Background: an optimization exercise with open tools, aiming at small area and a short achievable clock period. Do not read the settings as production practice.
Only simulation tests tie the RTL to the original design; equivalence was not proved.
Power figures rest on the tool's default switching activity, not on a simulated workload.

job 206:
==> flow/design.v (excerpt) <==
module project3Top(CLOCK_50, SW, KEY, LED, HEX0, HEX1, HEX2, HEX3, HEX4, HEX5);
For scale: ~41 flip-flops, about 2600 um^2 of cells after synthesis.
export LEC_CHECK = 0
export ABC_CLOCK_PERIOD_IN_PS = 120000
export CAP_MARGIN = 20
export CORE_MARGIN = 2
export CORE_UTILIZATION = 40
export SETUP_SLACK_MARGIN = 5
export SLEW_MARGIN = 20
create_clock -name core_clock -period 120.0 [get_ports {CLOCK_50}]
standard.sh (not shown) runs the stock make flow with config.mk's settings and CLKGATE_MAP_FILE= SYNTH_SCRIPT=/design/flow/synth_recipe.tcl, a recipe that flattens the netlist after the stock synthesis.
==> flow/flow/run.sh <==
#!/bin/bash
# Own layout flow: the standard ORFS flow, with these changes:
#  - synthesis maps logic with ABC scripts of our own (flow/abc_pass.tcl):
#    delay-oriented for the SW -> LED cone, area-oriented for the rest,
#    and without the half/full-adder cell extraction;
#  - the port buffers are buf_1 cells;
#  - clock tree synthesis adds no dummy loads.
# Registers, floorplan, power grid, CTS and routing are the standard flow's.
set -euo pipefail
W=$(pwd)
F=$W/flow

# ORFS's synth.tcl, with its abc call replaced by flow/abc_pass.tcl
sed 's#^\( *\)log_cmd abc {\*}$abc_args#\1set ::own_flow_dir '"$F"'\n\1source '"$F"'/abc_pass.tcl#' \
  "$FLOW_HOME/scripts/synth.tcl" > "$W/own_synth.tcl"
grep -q "abc_pass.tcl" "$W/own_synth.tcl"
sed 's#source \$::env(SCRIPTS_DIR)/synth.tcl#source '"$W"'/own_synth.tcl#' "$W/synth_recipe.tcl" > "$W/own_synth_recipe.tcl"
grep -q own_synth.tcl "$W/own_synth_recipe.tcl"

bash "$W/standard.sh" ADDER_MAP_FILE= SYNTH_SCRIPT="$W/own_synth_recipe.tcl" \
  "BUFFER_PORTS_ARGS=-buffer_cell sky130_fd_sc_hd__buf_1" \
  "CTS_ARGS=-buf_list sky130_fd_sc_hd__clkbuf_4 -root_buf sky130_fd_sc_hd__clkbuf_8 -sink_clustering_enable -repair_clock_nets -dont_use_dummy_load" finish > "$W/orfs_flow.log" 2>&1
==> flow/flow/abc.script <==
strash
&get -n
&deepsyn -J 200 -T 200
&put
dch -f
amap
topo
==> flow/flow/abc_fast.script <==
strash
dch -f
map {D}
topo
buffer -p
upsize {D}
dnsize {D}
==> flow/flow/abc_pass.tcl <==
# Replaces ORFS's single abc call (sourced from own_synth.tcl).
# The LED outputs' cone (combinational from SW, the paths that set the
# achieved period) gets a delay-oriented mapping; the rest an area one.
set fast_args [lreplace $abc_args 1 1 $::own_flow_dir/abc_fast.script]
set i [lsearch -exact $fast_args -D]
if {$i >= 0} { set fast_args [lreplace $fast_args $i [expr {$i+1}]] }
lappend fast_args -D 100
log_cmd abc {*}$fast_args w:LED %ci*
set abc_args [lreplace $abc_args 1 1 $::own_flow_dir/abc.script]
log_cmd abc {*}$abc_args
### job 206 -> job 7221
diff --git a/flow/flow/run.sh b/flow/flow/run.sh
--- a/flow/flow/run.sh
+++ b/flow/flow/run.sh
@@ -21,2 +21,2 @@
   "BUFFER_PORTS_ARGS=-buffer_cell sky130_fd_sc_hd__buf_1" \
-  "CTS_ARGS=-buf_list sky130_fd_sc_hd__clkbuf_4 -root_buf sky130_fd_sc_hd__clkbuf_8 -sink_clustering_enable -repair_clock_nets -dont_use_dummy_load" finish > "$W/orfs_flow.log" 2>&1
+  "CTS_ARGS=-sink_clustering_enable -sink_clustering_size 45 -repair_clock_nets -dont_use_dummy_load" finish > "$W/orfs_flow.log" 2>&1
--- outcome ---
Job 7221 against job 206: ratio of final minimum period to clock period flat, final design area excluding fillers flat, fraction of power consumed by combinational cells flat, final period demand of the worst path flat, worst hold slack after final layout flat. Job 206 and job 7221 ended up with nearly the same overall power of the completed layout.
#### Input delta (job 6376 over job 7221)
diff --git a/flow/flow/run.sh b/flow/flow/run.sh
--- a/flow/flow/run.sh
+++ b/flow/flow/run.sh
@@ -21,2 +21,2 @@
   "BUFFER_PORTS_ARGS=-buffer_cell sky130_fd_sc_hd__buf_1" \
-  "CTS_ARGS=-sink_clustering_enable -sink_clustering_size 45 -repair_clock_nets -dont_use_dummy_load" finish > "$W/orfs_flow.log" 2>&1
+  "CTS_ARGS=-sink_clustering_enable -sink_clustering_size 25 -repair_clock_nets -dont_use_dummy_load" finish > "$W/orfs_flow.log" 2>&1
### Flow results
- Job 6376 completed every stage of the flow, and the final layout passed the timing, DRC and antenna checks.
- Wire length reported by the detailed router across job 7221 and job 6376: no real change.
- Count of clock-buffer cells in the layout came out exactly the same in job 7221 and job 6376.
- From job 7221 to job 6376, sequential cell count did not move at all.
- Re share of flip-flops with an asynchronous set or reset after synthesis: no difference whatsoever between job 6376 and job 7221.
- Utilization came out exactly the same in job 7221 and job 6376.
- Data required time at the worst endpoint delta (job 6376 -> job 7221): insignificant
- As far as final clock period utilization by the worst path goes, job 7221 and job 6376 are indistinguishable; the numbers are identical.
- Re smallest setup slack after layout: no difference whatsoever between job 7221 and job 6376.
- On number of well-tap cells placed, job 7221 and job 6376 are basically level.
Edits applied to the flow inputs when going from job 6376 to job 4009:
diff --git a/flow/flow/run.sh b/flow/flow/run.sh
--- a/flow/flow/run.sh
+++ b/flow/flow/run.sh
@@ -7,3 +7,3 @@
 #  - clock tree synthesis adds no dummy loads.
-# Registers, floorplan, power grid, CTS and routing are the standard flow's.
+# Registers, floorplan, power grid, placement and routing are the standard flow's.
 set -euo pipefail
@@ -21,2 +21,2 @@
   "BUFFER_PORTS_ARGS=-buffer_cell sky130_fd_sc_hd__buf_1" \
-  "CTS_ARGS=-sink_clustering_enable -sink_clustering_size 25 -repair_clock_nets -dont_use_dummy_load" finish > "$W/orfs_flow.log" 2>&1
+  "CTS_ARGS=-sink_clustering_enable -repair_clock_nets -dont_use_dummy_load" finish > "$W/orfs_flow.log" 2>&1
==> flow/flow/abc.script <==
strash
&get -n
&deepsyn -J 1000
&put
dch -f
amap -F 20 -A 20
topo
==> comparison <==
Job 4009 and job 6376 ended up with roughly the same clock slew at the register clock pins of the worst setup and hold paths. Compared with job 6376, in job 4009 hold slack increased 0.0055 ns; slack of the critical path decreased 0.042 ns; global-route usage essentially unchanged; combinational power increased about 0.8%. Across both runs, design area was lower for job 4009 than for job 6376. Taking job 6376 as the reference, in job 4009 post-detailed-placement half-perimeter wirelength +about 0.5%; gate count after technology mapping went down.

---

## run A
project3Top again, from the RTL that the note above started with.
==> flow/design.v (excerpt) <==
module project3Top(CLOCK_50, SW, KEY, LED, HEX0, HEX1, HEX2, HEX3, HEX4, HEX5);
	input        CLOCK_50;
	input  [9:0] SW;
	input  [2:0] KEY;
	output [9:0] LED;
	output [6:0] HEX0, HEX1, HEX2, HEX3, HEX4, HEX5;
	wire        reset;
	wire [3:0]  push_num;
	reg  [23:0] num;      
	reg         mode;     
	reg  [3:0]  ks;       
	reg  [11:0] y;        
	assign reset = KEY[1];
	SW2dec F1 (.switches(SW), .dec(push_num), .leds(LED));
	seven_seg_driver S0(num[3:0],HEX0);
	seven_seg_driver S1(num[7:4],HEX1);
	seven_seg_driver S2(num[11:8],HEX2);
	seven_seg_driver S3(num[15:12],HEX3);
	seven_seg_driver S4(num[19:16],HEX4);
	seven_seg_driver S5(num[23:20],HEX5);
	wire push = ks[3];
	wire sqrt = ks[1];
	wire [1:0] push_next = {ks[2] & KEY[2], ~ks[3] & ~KEY[2]};
	wire [1:0] sqrt_next = {ks[0] & KEY[0], ~ks[1] & ~KEY[0]};
	wire [15:0] diff;
	wire        b1, b3;
	newton F2 (.r(num[15:0]), .y(y), .d(diff), .b1(b1), .b3(b3));
	wire [3:0] ph = ks;
	wire sub   = (ph == 4'd2) | (ph == 4'd4) | (ph == 4'd6);
	wire ge    = (ph == 4'd2) ? ~b1 : (~b3 | ((ph == 4'd6) & num[16]));
	wire take  = mode & sub & ge;
	wire rot   = (ph <= 4'd5);
	wire outd  = (ph >= 4'd9) & (ph <= 4'd11);
	wire ysh   = (ph == 4'd1) | (ph == 4'd3) | (ph == 4'd5) | (ph == 4'd9) | (ph == 4'd10);
	wire done  = (ph == 4'd12);
	wire shift = ~mode ? (push & ~sqrt & (num[23:20] == 4'd0)) : (~take & ~done);
	wire [3:0] qd, top_bcd;
	qdig Q (.u({y[11], y[10:8]}), .c(qd));
	conv C (.c(num[23:20]), .d(top_bcd));
	wire [3:0] ins = ~mode ? push_num : rot ? top_bcd : outd ? qd : 4'd0;
	always @(posedge CLOCK_50 or negedge reset) begin
		if (reset == 1'b0) begin
			mode <= 1'b0;
			ks   <= 4'd0;
			num  <= 24'h000000;
  ...
==> flow/config.mk <==
export PLATFORM = sky130hd
export DESIGN_NAME = project3Top
export DESIGN_NICKNAME = project3Top
export VERILOG_FILES = /design/flow/design.v
export SDC_FILE = /design/flow/constraint.sdc
export NUM_CORES = 4
export LEC_CHECK = 0
export ABC_CLOCK_PERIOD_IN_PS = 120000
export CAP_MARGIN = 20
export CORE_MARGIN = 2
export CORE_UTILIZATION = 40
export SETUP_SLACK_MARGIN = 5
export SLEW_MARGIN = 20
==> flow/constraint.sdc <==
create_clock -name core_clock -period 120.0 [get_ports {CLOCK_50}]
set_input_delay 24.0000 -clock core_clock [delete_from_list [all_inputs] [get_ports {CLOCK_50}]]
set_output_delay 24.0000 -clock core_clock [all_outputs]
set_load 0.01 [all_outputs]
==> flow/flow/run.sh <==
#!/bin/bash
# Own layout flow: the standard ORFS flow, with these changes:
#  - synthesis maps logic with ABC scripts of our own (flow/abc_pass.tcl):
#    delay-oriented for the SW -> LED cone, area-oriented for the rest,
#    and without the half/full-adder cell extraction;
#  - the port buffers are buf_1 cells;
#  - clock tree synthesis adds no dummy loads.
# Registers, floorplan, power grid, CTS and routing are the standard flow's.
set -euo pipefail
W=$(pwd)
F=$W/flow

# ORFS's synth.tcl, with its abc call replaced by flow/abc_pass.tcl
sed 's#^\( *\)log_cmd abc {\*}$abc_args#\1set ::own_flow_dir '"$F"'\n\1source '"$F"'/abc_pass.tcl#' \
  "$FLOW_HOME/scripts/synth.tcl" > "$W/own_synth.tcl"
grep -q "abc_pass.tcl" "$W/own_synth.tcl"
sed 's#source \$::env(SCRIPTS_DIR)/synth.tcl#source '"$W"'/own_synth.tcl#' "$W/synth_recipe.tcl" > "$W/own_synth_recipe.tcl"
grep -q own_synth.tcl "$W/own_synth_recipe.tcl"

bash "$W/standard.sh" ADDER_MAP_FILE= SYNTH_SCRIPT="$W/own_synth_recipe.tcl" \
  "BUFFER_PORTS_ARGS=-buffer_cell sky130_fd_sc_hd__buf_1" \
  "CTS_ARGS=-buf_list sky130_fd_sc_hd__clkbuf_8 -root_buf sky130_fd_sc_hd__clkbuf_4 -sink_clustering_enable -sink_clustering_max_diameter 100 -repair_clock_nets -dont_use_dummy_load" finish > "$W/orfs_flow.log" 2>&1
==> flow/flow/abc.script <==
strash
&get -n
&deepsyn -J 200 -T 200
&put
dch -f
amap
topo
Scripts as last shown in full above: flow/flow/abc_fast.script, flow/flow/abc_pass.tcl
Input-level comparison between run B and run A:
-- flow/flow/run.sh --
<<< run A, line 21
  "BUFFER_PORTS_ARGS=-buffer_cell sky130_fd_sc_hd__buf_1" \
  "CTS_ARGS=-buf_list sky130_fd_sc_hd__clkbuf_8 -root_buf sky130_fd_sc_hd__clkbuf_4 -sink_clustering_enable -sink_clustering_max_diameter 100 -repair_clock_nets -dont_use_dummy_load" finish > "$W/orfs_flow.log" 2>&1
>>> run B, line 21
  "BUFFER_PORTS_ARGS=-buffer_cell sky130_fd_sc_hd__buf_1" \
  "CTS_ARGS=-buf_list sky130_fd_sc_hd__clkbuf_4 -root_buf sky130_fd_sc_hd__clkbuf_4 -sink_clustering_enable -sink_clustering_size 10 -repair_clock_nets -dont_use_dummy_load" finish > "$W/orfs_flow.log" 2>&1
Findings:
~same clock skew in run B and run A
Run A -> run B: achievable frequency delta 0, exact match
Logic depth of the worst setup path including buffers delta (run B -> run A): insignificant
Reported for run B and run A, detailed-router iteration count before antenna repair turned out identical to the last digit.
Edits applied to the flow inputs when going from run B to run C:
-- flow/flow/run.sh --
<<< run B, line 21
  "BUFFER_PORTS_ARGS=-buffer_cell sky130_fd_sc_hd__buf_1" \
  "CTS_ARGS=-buf_list sky130_fd_sc_hd__clkbuf_4 -root_buf sky130_fd_sc_hd__clkbuf_4 -sink_clustering_enable -sink_clustering_size 10 -repair_clock_nets -dont_use_dummy_load" finish > "$W/orfs_flow.log" 2>&1
>>> run C, line 21
  "BUFFER_PORTS_ARGS=-buffer_cell sky130_fd_sc_hd__buf_1" \
  "CTS_ARGS=-sink_clustering_enable -repair_clock_nets -dont_use_dummy_load" finish > "$W/orfs_flow.log" 2>&1
==> flow/flow/abc.script <==
strash
&get -n
&deepsyn -J 1000
&put
dch -f
amap
topo
==> comparison <==
The cell count after placement was comparable across run C and run B. Per the comparison of run C with run B, fraction of power consumed by combinational cells decreased by 1.4 points relative to the old numbers, wire length shows an increase of about 4%, total die area held. Minimum clock period after layout was higher in run C than in run B. Synthesized-area fraction occupied by ao, oa, aoi and oai cells in run C is 0.65 points lower than in run B. Against run B, cell count of the worst reg-to-reg path in run C fell by more than 10%. Total power of run C is higher than that of run B. Setup slack down 0.060 ns in run C wrt run B. Going from run B to run C, worst path arrival time grows by 0.06 ns. Compared with run B, run C shows a clock group share of total power that is 2.1 points higher.
The following lists how run D was set up differently from run C:
-- flow/flow/run.sh --
<<< run C, line 7
#  - clock tree synthesis adds no dummy loads.
# Registers, floorplan, power grid, CTS and routing are the standard flow's.
set -euo pipefail
>>> run D, line 7
#  - clock tree synthesis adds no dummy loads.
# Registers, floorplan, power grid, placement and routing are the standard flow's.
set -euo pipefail
==> flow/flow/abc.script <==
strash
&get -n
&deepsyn -J 1000
&put
dch -f
amap -F 10 -A 10
topo
Findings:
Run D: full flow OK, the timing, DRC and antenna checks passed
Going from run C to run D, the met2 global-route usage was found to have gone up by 0.91 points.
In run D the combinational logic power turned out about 0.9% higher than in run C.
Delta (run D minus run C): portion of total power attributed to the clock network ~0 delta, share of total power in combinational logic saw a decrease.
From run C to run D the numbers moved as follows: final instance area lost about 0.4%, fraction of area in multi-input gates fell by 0.98 points.
### run D -> run E
- CTS_BUF_LIST now sky130_fd_sc_hd__clkbuf_8, previously not set
-- flow/flow/run.sh --
<<< run D, line 5
#    and without the half/full-adder cell extraction;
#  - the port buffers are buf_1 cells;
#  - clock tree synthesis adds no dummy loads.
# Registers, floorplan, power grid, placement and routing are the standard flow's.
set -euo pipefail
>>> run E, line 5
#    and without the half/full-adder cell extraction;
#  - the port buffers are buf_1 cells.
# Registers, floorplan, power grid, CTS and routing are the standard flow's.
set -euo pipefail
<<< run D, line 20
bash "$W/standard.sh" ADDER_MAP_FILE= SYNTH_SCRIPT="$W/own_synth_recipe.tcl" \
  "BUFFER_PORTS_ARGS=-buffer_cell sky130_fd_sc_hd__buf_1" \
  "CTS_ARGS=-sink_clustering_enable -repair_clock_nets -dont_use_dummy_load" finish > "$W/orfs_flow.log" 2>&1
>>> run E, line 19
bash "$W/standard.sh" ADDER_MAP_FILE= SYNTH_SCRIPT="$W/own_synth_recipe.tcl" \
  "BUFFER_PORTS_ARGS=-buffer_cell sky130_fd_sc_hd__buf_1" finish > "$W/orfs_flow.log" 2>&1
==> flow/flow/abc.script <==
strash
&get -n
&deepsyn -J 200 -T 200
&put
dch -f
amap
topo
==> comparison <==
Between run D and run E, the difference in number of routed nets with antenna violations is negligible. Compared with run D, in run E cell depth of the worst setup path ~0 delta, share of the core filled with cells in the final layout +1.1 points, worst path setup slack after routing +0.040 ns. Relative to run D, run E degrades final cell area excluding filler cells. There was hardly any difference in synthesized cell area between run E and run D. Run E has routed wire length below what run D had. Run E: register share of the cell area is 0.79 points lower than what run D reported. Against run D, final cell count in run E rose by a few percent.

what the ideal ports hide:
No port has a modelled driver above. Below, the same layouts with a new extraction and two added sets of constraints. Step 1, drivers: a clkbuf_16 drives CLOCK_50 and a buf_2 each remaining input, both assumed. Step 2, shift: input delay + t, output delay - t, t = (earliest + latest rising clock arrival at the registers) / 2. This alone moves slack from input paths to output paths. Slacks: no drivers / after step 1 / after step 2; pairs: no drivers / after step 1.
run | t, ns | setup WS [ns] | hold slack, ns | worst data-port slew with drivers (ns)
job 206 | 0.321 | 70.930 / 70.910 / 70.910 | 0.508 / 0.508 / 0.508 | 0.03
job 7221 | 0.321 | 70.930 / 70.910 / 70.910 | 0.508 / 0.508 / 0.508 | 0.03
job 6376 | 0.321 | 70.930 / 70.910 / 70.910 | 0.508 / 0.508 / 0.508 | 0.03
job 4009 | 0.317 | 70.889 / 70.867 / 70.867 | 0.513 / 0.513 / 0.513 | 0.03
run A | 0.377 | 70.930 / 70.910 / 70.910 | 0.513 / 0.513 / 0.513 | 0.03
run B | 0.377 | 70.930 / 70.910 / 70.910 | 0.513 / 0.513 / 0.513 | 0.03
run C | 0.323 | 70.870 / 70.850 / 70.850 | 0.527 / 0.527 / 0.527 | 0.03
run D | 0.325 | 70.890 / 70.861 / 70.861 | 0.506 / 0.506 / 0.506 | 0.03
run E | 0.323 | 70.930 / 70.910 / 70.910 | 0.507 / 0.507 / 0.507 | 0.03
After both steps every run listed still meets setup and hold. The setup slack of run D, which loses most, moves by -0.029 ns with the drivers and by -0.029 ns with both steps.
